This design comes from an exercise in tuning for a short achievable clock period and few clock cycles on the open sky130 flow, not from production work.
Only simulation tests tie the RTL to the original design; equivalence was not proved.
No activity file was given, so power comes from the tool's default toggle rates.

Setup of alpha:
## myCPU
module myCPU (
    input wire cpu_rst,
    input wire cpu_clk,
    output wire [13:0] inst_addr,
    input  wire [31:0] inst,
    output wire [31:0] Bus_addr,
    input  wire [31:0] Bus_rdata,
    output wire        Bus_wen,
    output wire [31:0] Bus_wdata
    , 
    output wire        debug_wb_have_inst,
    output wire [31:0] debug_wb_pc,
    output             debug_wb_ena,
    output wire [ 4:0] debug_wb_reg,
    output wire [31:0] debug_wb_value
);
==> flow/config.mk <==
export PLATFORM = sky130hd
export DESIGN_NAME = myCPU
export DESIGN_NICKNAME = myCPU
export VERILOG_FILES = /design/flow/design.v
export SDC_FILE = /design/flow/constraint.sdc
export NUM_CORES = 8
export LEC_CHECK = 0
export CAP_MARGIN = 60
export CORE_MARGIN = 2
export CORE_UTILIZATION = 45
export SETUP_SLACK_MARGIN = 5
export SLEW_MARGIN = 60
export SYNTH_HIERARCHICAL = 1
==> flow/constraint.sdc <==
create_clock -name core_clock -period 8.0 [get_ports {cpu_clk}]
set_input_delay 1.6000 -clock core_clock [delete_from_list [all_inputs] [get_ports {cpu_clk}]]
set_output_delay 1.6000 -clock core_clock [all_outputs]
set_load 0.01 [all_outputs]
run.sh (not shown) runs the stock make flow with config.mk's settings and CLKGATE_MAP_FILE= SYNTH_SCRIPT=/design/flow/synth_recipe.tcl, a recipe that flattens the netlist after the stock synthesis.
Testbench counts of alpha, summed over its fixed seeds: cycles 80,270.
Modified inputs, beta compared to alpha
--- a/flow/design.v
+++ b/flow/design.v
@@ -375,17 +375,16 @@
       f_tsel = f_tsel | ({14{f_m[kt] & btb_ctr[kt][1] & !btb_ret[kt] & !f_lx}} & btb_tgt[kt]);
       f_anyt = f_anyt | (f_m[kt] & btb_ctr[kt][1] & !btb_ret[kt] & !f_lx);
       f_anyr = f_anyr | (f_m[kt] & btb_ctr[kt][1] & btb_ret[kt] & !f_lx);
       f_any4 = f_any4 | (f_m[kt] & (!btb_ctr[kt][1] | f_lx));
     end
   end
-  wire [15:0] f_plo = {f_tsel, 2'b00}
-                    | ({16{f_anyr}} & ras[15:0])
-                    | ({16{f_any4}} & f_pc4[15:0])
-                    | ({16{!f_hit}} & f_nohit[15:0]);
-  wire [31:0] f_pnpc2 = {f_pc4[31:16], f_plo};
+  wire [31:0] f_pnpc2 = {({16{f_anyt}} & pc_f[31:16]), f_tsel, 2'b00}
+                      | ({32{f_anyr}} & ras)
+                      | ({32{f_any4}} & f_pc4)
+                      | ({32{!f_hit}} & f_nohit);
   wire [ 4:0] d_rd  = d_inst[11:7];
   wire [ 2:0] d_f3  = d_inst[14:12];
   wire [ 4:0] d_rs1 = d_inst[19:15];
   wire [ 4:0] d_rs2 = d_inst[24:20];
   wire        d_f7b = d_inst[30];
   wire        d_is_ctl = d_is_jal | d_is_jalr | d_is_br;
@@ -566,35 +565,29 @@
   assign Bus_wdata = bus_wdata_r;
   wire [31:0] d_saddr;
   ks_add #(.N(32)) u_dsa (.a(d_u1), .b(d_immS), .cin(1'b0), .s(d_saddr));
   wire d_er = d_valid && !stall_d && !kd && d_is_st && !d_f3[1] && !p_1E && !p_1M &&
               !m_sbsh && !(e_live && (e_ld || e_sw || e_sbsh));
   integer i;
-  wire pc_sr = r_redir;
-  wire pc_sq = !r_redir && q_fr;
-  wire pc_sd = !r_redir && !q_fr && redir_d;
-  wire pc_sf = !r_redir && !q_fr && !redir_d && !stall_d;
-  wire pc_sh = !r_redir && !q_fr && !redir_d && stall_d;
-  wire [31:0] pc_next = ({32{pc_sr}} & r_rpc) | ({32{pc_sq}} & (e_ed ? e_tq : e_pc4))
-                      | ({32{pc_sd}} & d_rdpc) | ({32{pc_sf}} & f_pnpc2);
-  wire pc_upd = !pc_sh;
+  wire [31:0] pc_next = r_redir ? r_rpc : q_fr ? (e_ed ? e_tq : e_pc4) : redir_d ? d_rdpc : f_pnpc2;
+  wire pc_upd = r_redir || q_fr || redir_d || !stall_d;
   always @(posedge clk or posedge rst) begin
     if (rst) begin
       pc_f <= 32'd0;
     end else if (pc_upd) begin
       pc_f <= pc_next;
     end
   end
   always @(posedge clk) begin
-    pc_b <= pc_next[15:2] | ({14{pc_sh}} & pc_o);
+    pc_b <= pc_upd ? pc_next[15:2] : pc_o;
   end
   always @(posedge clk or posedge rst) begin
     if (rst) begin
       pc_o <= 14'd0;
     end else begin
-      pc_o <= pc_next[15:2] | ({14{pc_sh}} & pc_f[15:2]);
+      pc_o <= pc_upd ? pc_next[15:2] : pc_f[15:2];
     end
   end
   always @(posedge clk or posedge rst) begin
     if (rst) begin
       d_valid <= 1'b0;
     end else if (kd || redir_d) begin
Results
Clock network fraction of design power across beta and alpha: no real change. Delta (beta minus alpha): peak supply drop went up 0.047 mV; worst relative slew slack went down 0.88 points; maximum frequency went up about 6%; average footprint of a synthesized cell went down 1.5%; final cell count went up about 3.5%. In beta the inverter count of the layout excluding clock inverters turned out about 1.2% lower than in alpha. Against alpha, flop-to-flop setup slack in beta came out better. Lower number of buffers inserted during clock tree synthesis was reported by alpha, not beta. Lower global-route usage was reported by beta, not alpha. For clock power, beta and alpha come out practically identical. Final standard cell area without fillers (lower): alpha. [compare] base=alpha new=beta: wire length dropped about 3.4%; via count of the first global-routing pass climbed 5218. beta | status: complete | timing, DRC, antenna: pass.
Testbench counts of beta, summed over its fixed seeds: cycles 80,270.

========
run D:
Another version of the RTL of myCPU (not shown whole).
For scale: roughly 220 I/O pins, about 0.11 sq mm of cells after synthesis.
export LEC_CHECK = 0
export CAP_MARGIN = 20
export CORE_MARGIN = 2
export CORE_UTILIZATION = 45
export SETUP_SLACK_MARGIN = 5
export SLEW_MARGIN = 20
export SYNTH_HIERARCHICAL = 1
create_clock -name core_clock -period 8.0 [get_ports {cpu_clk}]
Testbench counts of run D, summed over its fixed seeds: cycles 83,222.
What run Y does differently from run D at the input level:
--- a/flow/design.v
+++ b/flow/design.v
@@ -337,22 +337,36 @@
   wire [15:0] f_immJ = {inst[15:12], inst[20], inst[30:21], 1'b0};
   wire [15:0] f_tqB, f_tqJ;
   ks_add #(.N(16)) u_ftqb (.a(pc_f[15:0]), .b(f_immB), .cin(1'b0), .s(f_tqB));
   ks_add #(.N(16)) u_ftqj (.a(pc_f[15:0]), .b(f_immJ), .cin(1'b0), .s(f_tqJ));
   wire [31:0] f_tq   = {pc_f[31:16], f_is_jal ? f_tqJ : f_tqB};
   wire f_rdt_n = f_is_jal || (f_is_br && inst[31] && !f_lx);
   wire f_rdr_n = f_is_jalr && inst[11:7] == 5'd0 && inst[31:20] == 12'd0;
   wire f_rd_t = (f_is_jal && !f_ptaken) || (f_is_br && inst[31] && !f_hit && !f_lx);
   wire f_rd_r = f_rdr_n && !f_ptaken;
   wire [31:0] f_nohit = f_rdt_n ? f_tq : f_rdr_n ? ras : f_pc4;
-  wire [31:0] f_yhit  = (f_ctr[1] && !f_lx) ? f_btgt : f_pc4;
-  wire [31:0] f_pnpc2 = f_hit ? f_yhit : f_nohit;
+  reg  [13:0] f_tsel;
+  reg         f_anyt, f_anyr, f_any4;
+  integer kt;
+  always @(*) begin
+    f_tsel = 14'd0; f_anyt = 1'b0; f_anyr = 1'b0; f_any4 = 1'b0;
+    for (kt = 0; kt < NB; kt = kt + 1) begin
+      f_tsel = f_tsel | ({14{f_m[kt] & btb_ctr[kt][1] & !btb_ret[kt] & !f_lx}} & btb_tgt[kt]);
+      f_anyt = f_anyt | (f_m[kt] & btb_ctr[kt][1] & !btb_ret[kt] & !f_lx);
+      f_anyr = f_anyr | (f_m[kt] & btb_ctr[kt][1] & btb_ret[kt] & !f_lx);
+      f_any4 = f_any4 | (f_m[kt] & (!btb_ctr[kt][1] | f_lx));
+    end
+  end
+  wire [31:0] f_pnpc2 = {({16{f_anyt}} & pc_f[31:16]), f_tsel, 2'b00}
+                      | ({32{f_anyr}} & ras)
+                      | ({32{f_any4}} & f_pc4)
+                      | ({32{!f_hit}} & f_nohit);
   wire [ 4:0] d_rd  = d_inst[11:7];
   wire [ 2:0] d_f3  = d_inst[14:12];
   wire [ 4:0] d_rs1 = d_inst[19:15];
   wire [ 4:0] d_rs2 = d_inst[24:20];
   wire        d_f7b = d_inst[30];
   wire        d_is_ctl = d_is_jal | d_is_jalr | d_is_br;
   wire        d_is_mem = d_is_ld | d_is_st;
   wire        d_rfwe = ~(d_is_br | d_is_st);
   wire        d_sub = d_is_alu && d_inst[5] && d_f7b && d_f3 == 3'b000;
   wire        d_call = (d_is_jal || d_is_jalr) && d_rd != 5'd0;
@@ -498,27 +512,28 @@
   integer i;
   wire [31:0] pc_next = r_redir ? r_rpc : redir_d ? d_rdpc : f_pnpc2;
   always @(posedge clk or posedge rst) begin
     if (rst) begin
       pc_f <= 32'd0;
     end else if (pc_upd) begin
       pc_f <= pc_next;
     end
   end
   wire pc_upd = r_redir || redir_d || !stall_d;
+  always @(posedge clk) begin
+    pc_b <= pc_upd ? pc_next[15:2] : pc_o;
+  end
   always @(posedge clk or posedge rst) begin
     if (rst) begin
       pc_o <= 14'd0;
-      pc_b <= 14'd0;
     end else begin
       pc_o <= pc_upd ? pc_next[15:2] : pc_f[15:2];
-      pc_b <= pc_upd ? pc_next[15:2] : pc_o;
     end
   end
   always @(posedge clk or posedge rst) begin
     if (rst) begin
       d_valid <= 1'b0;
     end else if (r_redir || redir_d) begin
       d_valid <= 1'b0;
     end else if (!stall_d) begin
       d_valid <= 1'b1;
     end
==> comparison <==
The final layout from run Y, which completed every stage, passed the timing, DRC and antenna checks at the end of the flow.
For the portion of total power attributed to the clock network, run Y came in 0.9 points higher than run D did.
Compare run Y and run D | clock period minus worst slack lower: run D
The setup slack of run Y is smaller than that of run D.
When run Y is set beside run D, its design area turns out to be 0.0017 sq mm smaller.
On starting density of the core, run Y and run D are basically level.
In terms of power consumption, run Y and run D differ only marginally.
[compare] base=run D new=run Y: hold slack has decreased; number of non-clock inverters climbed 11%; synthesis-to-finish area growth -0.88 points.
Changes observed in run Y relative to run D: via count went down by 0.55%; net switching component of the power went down by about 1.7%; synthesized cell count was more or less identical; routed wire length went down by 3.0%.
Testbench counts of run Y, summed over its fixed seeds: cycles 83,222.

==> separate check: timing with driven ports <==
Ports are ideal in the flow. The routed layouts listed here were re-timed in OpenROAD.
Step 1 sets driving cells, clkbuf_16 on the clock port and buf_2 on the other inputs (assumed; they add their load-dependent delay and slew).
Step 2 times the ports against the registers' clock, not the clock port: input delays grow and output delays shrink by t, the midpoint of the rising clock arrivals with the driver on.
Slacks: no drivers / after step 1 / after step 2; pairs: no drivers / after step 1.
run	shift t [ns]	setup slack, ns	worst setup path at the end
alpha	1.035	4.429 / 4.429 / 3.679	input to register
beta	1.056	4.634 / 4.634 / 3.759	input to register
run D	1.030	4.701 / 4.698 / 3.792	input to register
run Y	1.034	4.647 / 4.719 / 3.685	input to register
After both steps setup and hold are still met in every run listed. For run Y, which loses most, drivers alone change the setup slack by +0.072 ns; drivers and shift together by -0.962 ns.
